What follows belongs to an exercise in optimizing a design on an open flow for small area; a production flow would make more cautious choices. RTL that was checked went through simulation tests only; none was proved equivalent to the original.

==> job 6095 <==
// conv_pe_sr
module conv_pe_sr#(parameter WIDTH = 9, parameter DW = 2 * WIDTH + 3)
(
    input clk,
    input rst_n,
    input [WIDTH-1:0] data_in,
    input data_valid,
    input [WIDTH-1:0] weight_in,
    input weight_valid,
    output [DW-1:0] data_out,
    output out_valid
);
==> flow/config.mk <==
export PLATFORM = sky130hd
export DESIGN_NAME = conv_pe_sr
export DESIGN_NICKNAME = conv_pe_sr
export VERILOG_FILES = /design/flow/design.v
export SDC_FILE = /design/flow/constraint.sdc
export NUM_CORES = 8
export LEC_CHECK = 0
export CAP_MARGIN = 20
export CORE_MARGIN = 2
export CORE_UTILIZATION = 75
export SLEW_MARGIN = 20
export SYNTH_HIERARCHICAL = 1
export SYNTH_MINIMUM_KEEP_SIZE = 0
==> flow/constraint.sdc <==
create_clock -name core_clock -period 10.0 [get_ports {clk}]
set_input_delay 2.0000 -clock core_clock [delete_from_list [all_inputs] [get_ports {clk}]]
set_output_delay 2.0000 -clock core_clock [all_outputs]
set_load 0.01 [all_outputs]
standard.sh (not shown) runs the stock make flow with config.mk's settings and CLKGATE_MAP_FILE= SYNTH_SCRIPT=/design/flow/synth_recipe.tcl, a recipe that flattens the netlist after the stock synthesis.
==> flow/flow/run.sh <==
#!/bin/bash
# Layout: the standard flow (standard.sh, its synthesis unchanged), with
# plain buf_1 cells as the port buffers and clock tree synthesis given its own
# buffer (clkbuf_8), sink clustering and no dummy loads. The tools' logs are
# in orfs/logs/; standard.sh's own output goes to standard.log here.
set -euo pipefail
CTS="-sink_clustering_enable -repair_clock_nets -dont_use_dummy_load -buf_list sky130_fd_sc_hd__clkbuf_8 -sink_clustering_size 18 -sink_clustering_max_diameter 60"
bash standard.sh "BUFFER_PORTS_ARGS=-buffer_cell sky130_fd_sc_hd__buf_1" "CTS_ARGS=$CTS" finish > standard.log 2>&1
==> job 238 (differences from job 6095) <==
--- a/flow/design.v
+++ b/flow/design.v
@@ -1004,24 +1004,28 @@
 wire s1400, c1401; fa us1400 (.a(~c899), .b(s980), .ci(c1399), .s(s1400), .co(c1401));
 wire s1402, c1403; g_xn2 us1402 (.a(c1401), .b(s1060), .y(s1402)); assign c1403 = c1401 & ~s1060;
 wire s1404, c1405; g_xn2 us1404 (.a(c1403), .b(s1134), .y(s1404)); assign c1405 = c1403 & ~s1134;
 wire s1406, c1407; fa us1406 (.a(c1135), .b(s1198), .ci(~c1405), .s(s1406), .co(c1407));
 wire s1408, c1409; fa us1408 (.a(~s1250), .b(s1252), .ci(c1407), .s(s1408), .co(c1409));
 wire s1410, c1411; fa us1410 (.a(c1253), .b(s1296), .ci(c1409), .s(s1410), .co(c1411));
 reg [14:0] res_lo;
-reg [8:0] res_hi;
+reg [5:0] res_a;
+reg [5:0] res_b;
 reg res_c;
 always @(posedge clk)
 begin
-    res_lo <= {s1410, s1408, s1406, s1404, s1402, s1400, s1398, s1396, s1394, s1392, s1390, s1388, s1386, s1384, s552};
-    res_hi <= {c1383, c1381, s1382, s1378, s1370, s1354, c1331, s1330, c1297};
-    res_c <= c1411;
+    res_lo <= {~s1410, ~s1408, ~s1406, s1404, s1402, s1400, s1398, s1396, s1394, s1392, s1390, s1388, ~s1386, s1384, ~s552};
+    res_a <= {c1381, s1382, ~s1378, s1370, c1331, ~c1297};
+    res_b <= {c1383, 1'b0, 1'b0, 1'b0, s1354, s1330};
+    res_c <= ~c1411;
 end
 assign out_valid = ov;
-wire s1412, c1413; fa us1412 (.a(~res_hi[0]), .b(res_hi[1]), .ci(~res_c), .s(s1412), .co(c1413));
-wire s1414, c1415; fa us1414 (.a(res_hi[2]), .b(res_hi[3]), .ci(c1413), .s(s1414), .co(c1415));
-wire s1416, c1417; ha us1416 (.a(res_hi[4]), .b(c1415), .s(s1416), .co(c1417));
-wire s1418, c1419; g_xn2 us1418 (.a(c1417), .b(res_hi[5]), .y(s1418)); assign c1419 = c1417 & ~res_hi[5];
-wire s1420, c1421; ha us1420 (.a(res_hi[6]), .b(c1419), .s(s1420), .co(c1421));
-wire s1422, c1423; fa us1422 (.a(res_hi[7]), .b(res_hi[8]), .ci(c1421), .s(s1422), .co(c1423));
-assign data_out = {s1422, s1420, s1418, s1416, s1414, s1412, ~res_lo[14], ~res_lo[13], ~res_lo[12], res_lo[11], res_lo[10], res_lo[9], res_lo[8], res_lo[7], res_lo[6], res_lo[5], res_lo[4], res_lo[3], ~res_lo[2], res_lo[1], ~res_lo[0]};
+wire [6:0] hi_c;
+assign hi_c[0] = res_c;
+fa uh0 (.a(res_a[0]), .b(res_b[0]), .ci(hi_c[0]), .s(data_out[15]), .co(hi_c[1]));
+fa uh1 (.a(res_a[1]), .b(res_b[1]), .ci(hi_c[1]), .s(data_out[16]), .co(hi_c[2]));
+fa uh2 (.a(res_a[2]), .b(res_b[2]), .ci(hi_c[2]), .s(data_out[17]), .co(hi_c[3]));
+fa uh3 (.a(res_a[3]), .b(res_b[3]), .ci(hi_c[3]), .s(data_out[18]), .co(hi_c[4]));
+fa uh4 (.a(res_a[4]), .b(res_b[4]), .ci(hi_c[4]), .s(data_out[19]), .co(hi_c[5]));
+fa uh5 (.a(res_a[5]), .b(res_b[5]), .ci(hi_c[5]), .s(data_out[20]), .co(hi_c[6]));
+assign data_out[14:0] = res_lo;
 endmodule
==> flow/flow/run.sh (replaced) <==
#!/bin/bash
# Layout: the standard flow (standard.sh, its synthesis unchanged), with
# plain buf_1 cells as the port buffers, global placement that keeps none of
# its trial resizing, and clock tree synthesis given its own
# buffer (clkbuf_8), sink clustering and no dummy loads. The tools' logs are
# in orfs/logs/; standard.sh's own output goes to standard.log here.
set -euo pipefail
CTS="-sink_clustering_enable -repair_clock_nets -dont_use_dummy_load -buf_list sky130_fd_sc_hd__clkbuf_8 -sink_clustering_size 16 -sink_clustering_max_diameter 60"
bash standard.sh "BUFFER_PORTS_ARGS=-buffer_cell sky130_fd_sc_hd__buf_1" "CTS_ARGS=$CTS" GPL_KEEP_OVERFLOW=0 finish > standard.log 2>&1
==> flow/config.mk (replaced) <==
export PLATFORM = sky130hd
export DESIGN_NAME = conv_pe_sr
export DESIGN_NICKNAME = conv_pe_sr
export VERILOG_FILES = /design/flow/design.v
export SDC_FILE = /design/flow/constraint.sdc
export NUM_CORES = 8
export LEC_CHECK = 0
export CAP_MARGIN = 20
export CORE_MARGIN = 2
export CORE_UTILIZATION = 70
export SLEW_MARGIN = 20
export SYNTH_HIERARCHICAL = 1
export SYNTH_MINIMUM_KEEP_SIZE = 0
==> qor summary <==
Status: job 238 no timing/DRC/antenna violations; job 6095 no timing/DRC/antenna violations
Highest attainable clock frequency: job 238 108 MHz; job 6095 109 MHz
Post-route cell area: job 238 0.0384 mm^2; job 6095 0.0383 mm^2
Fraction of met3 tracks used by global routing: job 238 0.147; job 6095 0.189
Normalized max-slew margin: job 238 0.282; job 6095 0.274
Multi-Input Combinational: job 238 1082; job 6095 1080
Multi-input combinational cell area: job 238 0.0138 mm^2; job 6095 0.0138 mm^2
Final worst path period need: job 238 9290 ps; job 6095 9190 ps
Post-route setup slack: job 238 706 ps; job 6095 811 ps

========
==> run a <==
conv_pe_sr again, from the RTL that the note above started with.
Settings: LEC_CHECK=0, CAP_MARGIN=20, CORE_MARGIN=2, CORE_UTILIZATION=70, SLEW_MARGIN=20, SYNTH_HIERARCHICAL=1, SYNTH_MINIMUM_KEEP_SIZE=0; clock period 10.0 ns.
==> flow/flow/run.sh <==
#!/bin/bash
# Layout: the standard flow (standard.sh, its synthesis unchanged), with
# plain buf_1 cells as the port buffers and clock tree synthesis given its own
# buffer (clkbuf_8), sink clustering and no dummy loads. The tools' logs are
# in orfs/logs/; standard.sh's own output goes to standard.log here.
set -euo pipefail
CTS="-sink_clustering_enable -repair_clock_nets -dont_use_dummy_load -buf_list sky130_fd_sc_hd__clkbuf_8 -sink_clustering_size 18 -sink_clustering_max_diameter 60"
bash standard.sh "BUFFER_PORTS_ARGS=-buffer_cell sky130_fd_sc_hd__buf_1" "CTS_ARGS=$CTS" finish > standard.log 2>&1
==> inputs of run b, as changes to run a <==
--- a/flow/flow/run.sh
+++ b/flow/flow/run.sh
@@ -5,4 +5,4 @@
 # in orfs/logs/; standard.sh's own output goes to standard.log here.
 set -euo pipefail
-CTS="-sink_clustering_enable -repair_clock_nets -dont_use_dummy_load -buf_list sky130_fd_sc_hd__clkbuf_8 -sink_clustering_size 18 -sink_clustering_max_diameter 60"
+CTS="-sink_clustering_enable -repair_clock_nets -dont_use_dummy_load -buf_list sky130_fd_sc_hd__clkbuf_8 -sink_clustering_size 16 -sink_clustering_max_diameter 60"
 bash standard.sh "BUFFER_PORTS_ARGS=-buffer_cell sky130_fd_sc_hd__buf_1" "CTS_ARGS=$CTS" finish > standard.log 2>&1
==> comparison <==
- Design area is about the same in run b and run a.
- In critical path depth, run b and run a do not differ.
- Synthesized area is the same in run a and run b.
- Of run a and run b, run a has the higher non-clock buffer count (gap 1).
- Between run a and run b, the lower first-iteration DRC count is in run a (gap about 5%, measured against run b).
- Sequential share of layout area is about the same in run b and run a.
- Via count is about the same in run a and run b.
- Against run b, the worst setup slack of run a is lower by 0.073 ns.
- Of run b and run a, run a has the higher global-route usage (gap 0.087 points).

========
==> inputs of 12-21 <==
Another version of the RTL of conv_pe_sr (not shown whole).
==> flow/config.mk <==
export PLATFORM = sky130hd
export DESIGN_NAME = conv_pe_sr
export DESIGN_NICKNAME = conv_pe_sr
export VERILOG_FILES = /design/flow/design.v
export SDC_FILE = /design/flow/constraint.sdc
export NUM_CORES = 8
export LEC_CHECK = 0
export CAP_MARGIN = 20
export CORE_MARGIN = 2
export CORE_UTILIZATION = 40
export SLEW_MARGIN = 20
export SYNTH_HIERARCHICAL = 1
export SYNTH_MINIMUM_KEEP_SIZE = 0
==> flow/constraint.sdc <==
create_clock -name core_clock -period 10.0 [get_ports {clk}]
set_input_delay 2.0000 -clock core_clock [delete_from_list [all_inputs] [get_ports {clk}]]
set_output_delay 2.0000 -clock core_clock [all_outputs]
set_load 0.01 [all_outputs]
run.sh (not shown) runs the stock make flow with config.mk's settings and CLKGATE_MAP_FILE= SYNTH_SCRIPT=/design/flow/synth_recipe.tcl, a recipe that flattens the netlist after the stock synthesis.
Stock flow here: none of the scripts above is used.
==> 12-02: changes against 12-21 <==
- CORE_UTILIZATION: 40 -> 60
- CTS_BUF_LIST: unset -> sky130_fd_sc_hd__clkbuf_4
==> 07-09: changes against 12-21 <==
- CTS_BUF_LIST: unset -> sky130_fd_sc_hd__clkbuf_16
- CTS_CLUSTER_DIAMETER: unset -> 80
- CTS_CLUSTER_SIZE: unset -> 30
==> summary.md <==
| Metric | Value |
|---|---|
| CLK BUF | 85 |
| Clk Latency, worst-skew pair | about 0.65 ns |
| Gpl congestion | about 1 |
| WL met3 | around 8400 um |
| Worst-Margin Slew | slightly below 1 ns |
| Period utilization | between 90 and 100% |
| Status | finished clean |
[end of results for 12-21]
==> summary.md <==
| Metric | Value |
|---|---|
| Status | finished clean |
| Die Y | 260.0 um |
| Worst-Margin Slew | around 1 ns |
| Mux cell area share after synthesis | 0.07637% |
| Period utilization | ~93% |
| Clk Latency, worst-skew pair | around 1.1 ns |
| DRC Markers | 0 |
[end of results for 12-02]
==> summary.md <==
| Metric | Value |
|---|---|
| Status | finished clean |
| WL met3 | about 8300 um |
| Clk Latency, worst-skew pair | 0.63 ns |
| CLK BUF | 40 |
| Gpl congestion | ~1.0 |
[end of results for 07-09]
No functional check of the RTL was part of any run of this note.

what the ideal ports hide:
How much do the figures lean on ideal ports? The routed layouts below were timed once more, with nothing changed but the port constraints. Step 1: set_driving_cell puts a clkbuf_16 on clk and a buf_2 on each other input, an assumption about the parent block. Step 2 times the ports against the registers' clock, not the clock port: input delays grow and output delays shrink by t, the midpoint of the rising clock arrivals with the driver on. Slacks: ideal / step 1 / step 2; pairs: ideal / step 1.
| run | shift t [ns] | setup slack, ns | clock arrival spread, ns | cell pins on the clock port's net |
|---|---|---|---|---|
| job 6095 | 0.713 | 0.811 / 0.811 / 0.811 | 0.118 / 0.118 | 1 |
| job 238 | 0.726 | 0.706 / 0.706 / 0.706 | 0.130 / 0.129 | 1 |
| run a | 0.719 | 0.573 / 0.573 / 0.573 | 0.117 / 0.117 | 1 |
| run b | 0.733 | 0.646 / 0.646 / 0.646 | 0.104 / 0.104 | 1 |
| 12-21 | 0.699 | 0.765 / 0.765 / 0.468 | 0.036 / 0.036 | 1 |
| 12-02 | 1.062 | 0.690 / 0.690 / 0.522 | 0.137 / 0.138 | 1 |
| 07-09 | 0.674 | 0.760 / 0.760 / 0.500 | 0.042 / 0.041 | 1 |
After both steps setup and hold are still met in every run listed. For 12-21, which loses most, drivers alone change the setup slack by 0.000 ns; drivers and shift together by -0.297 ns.
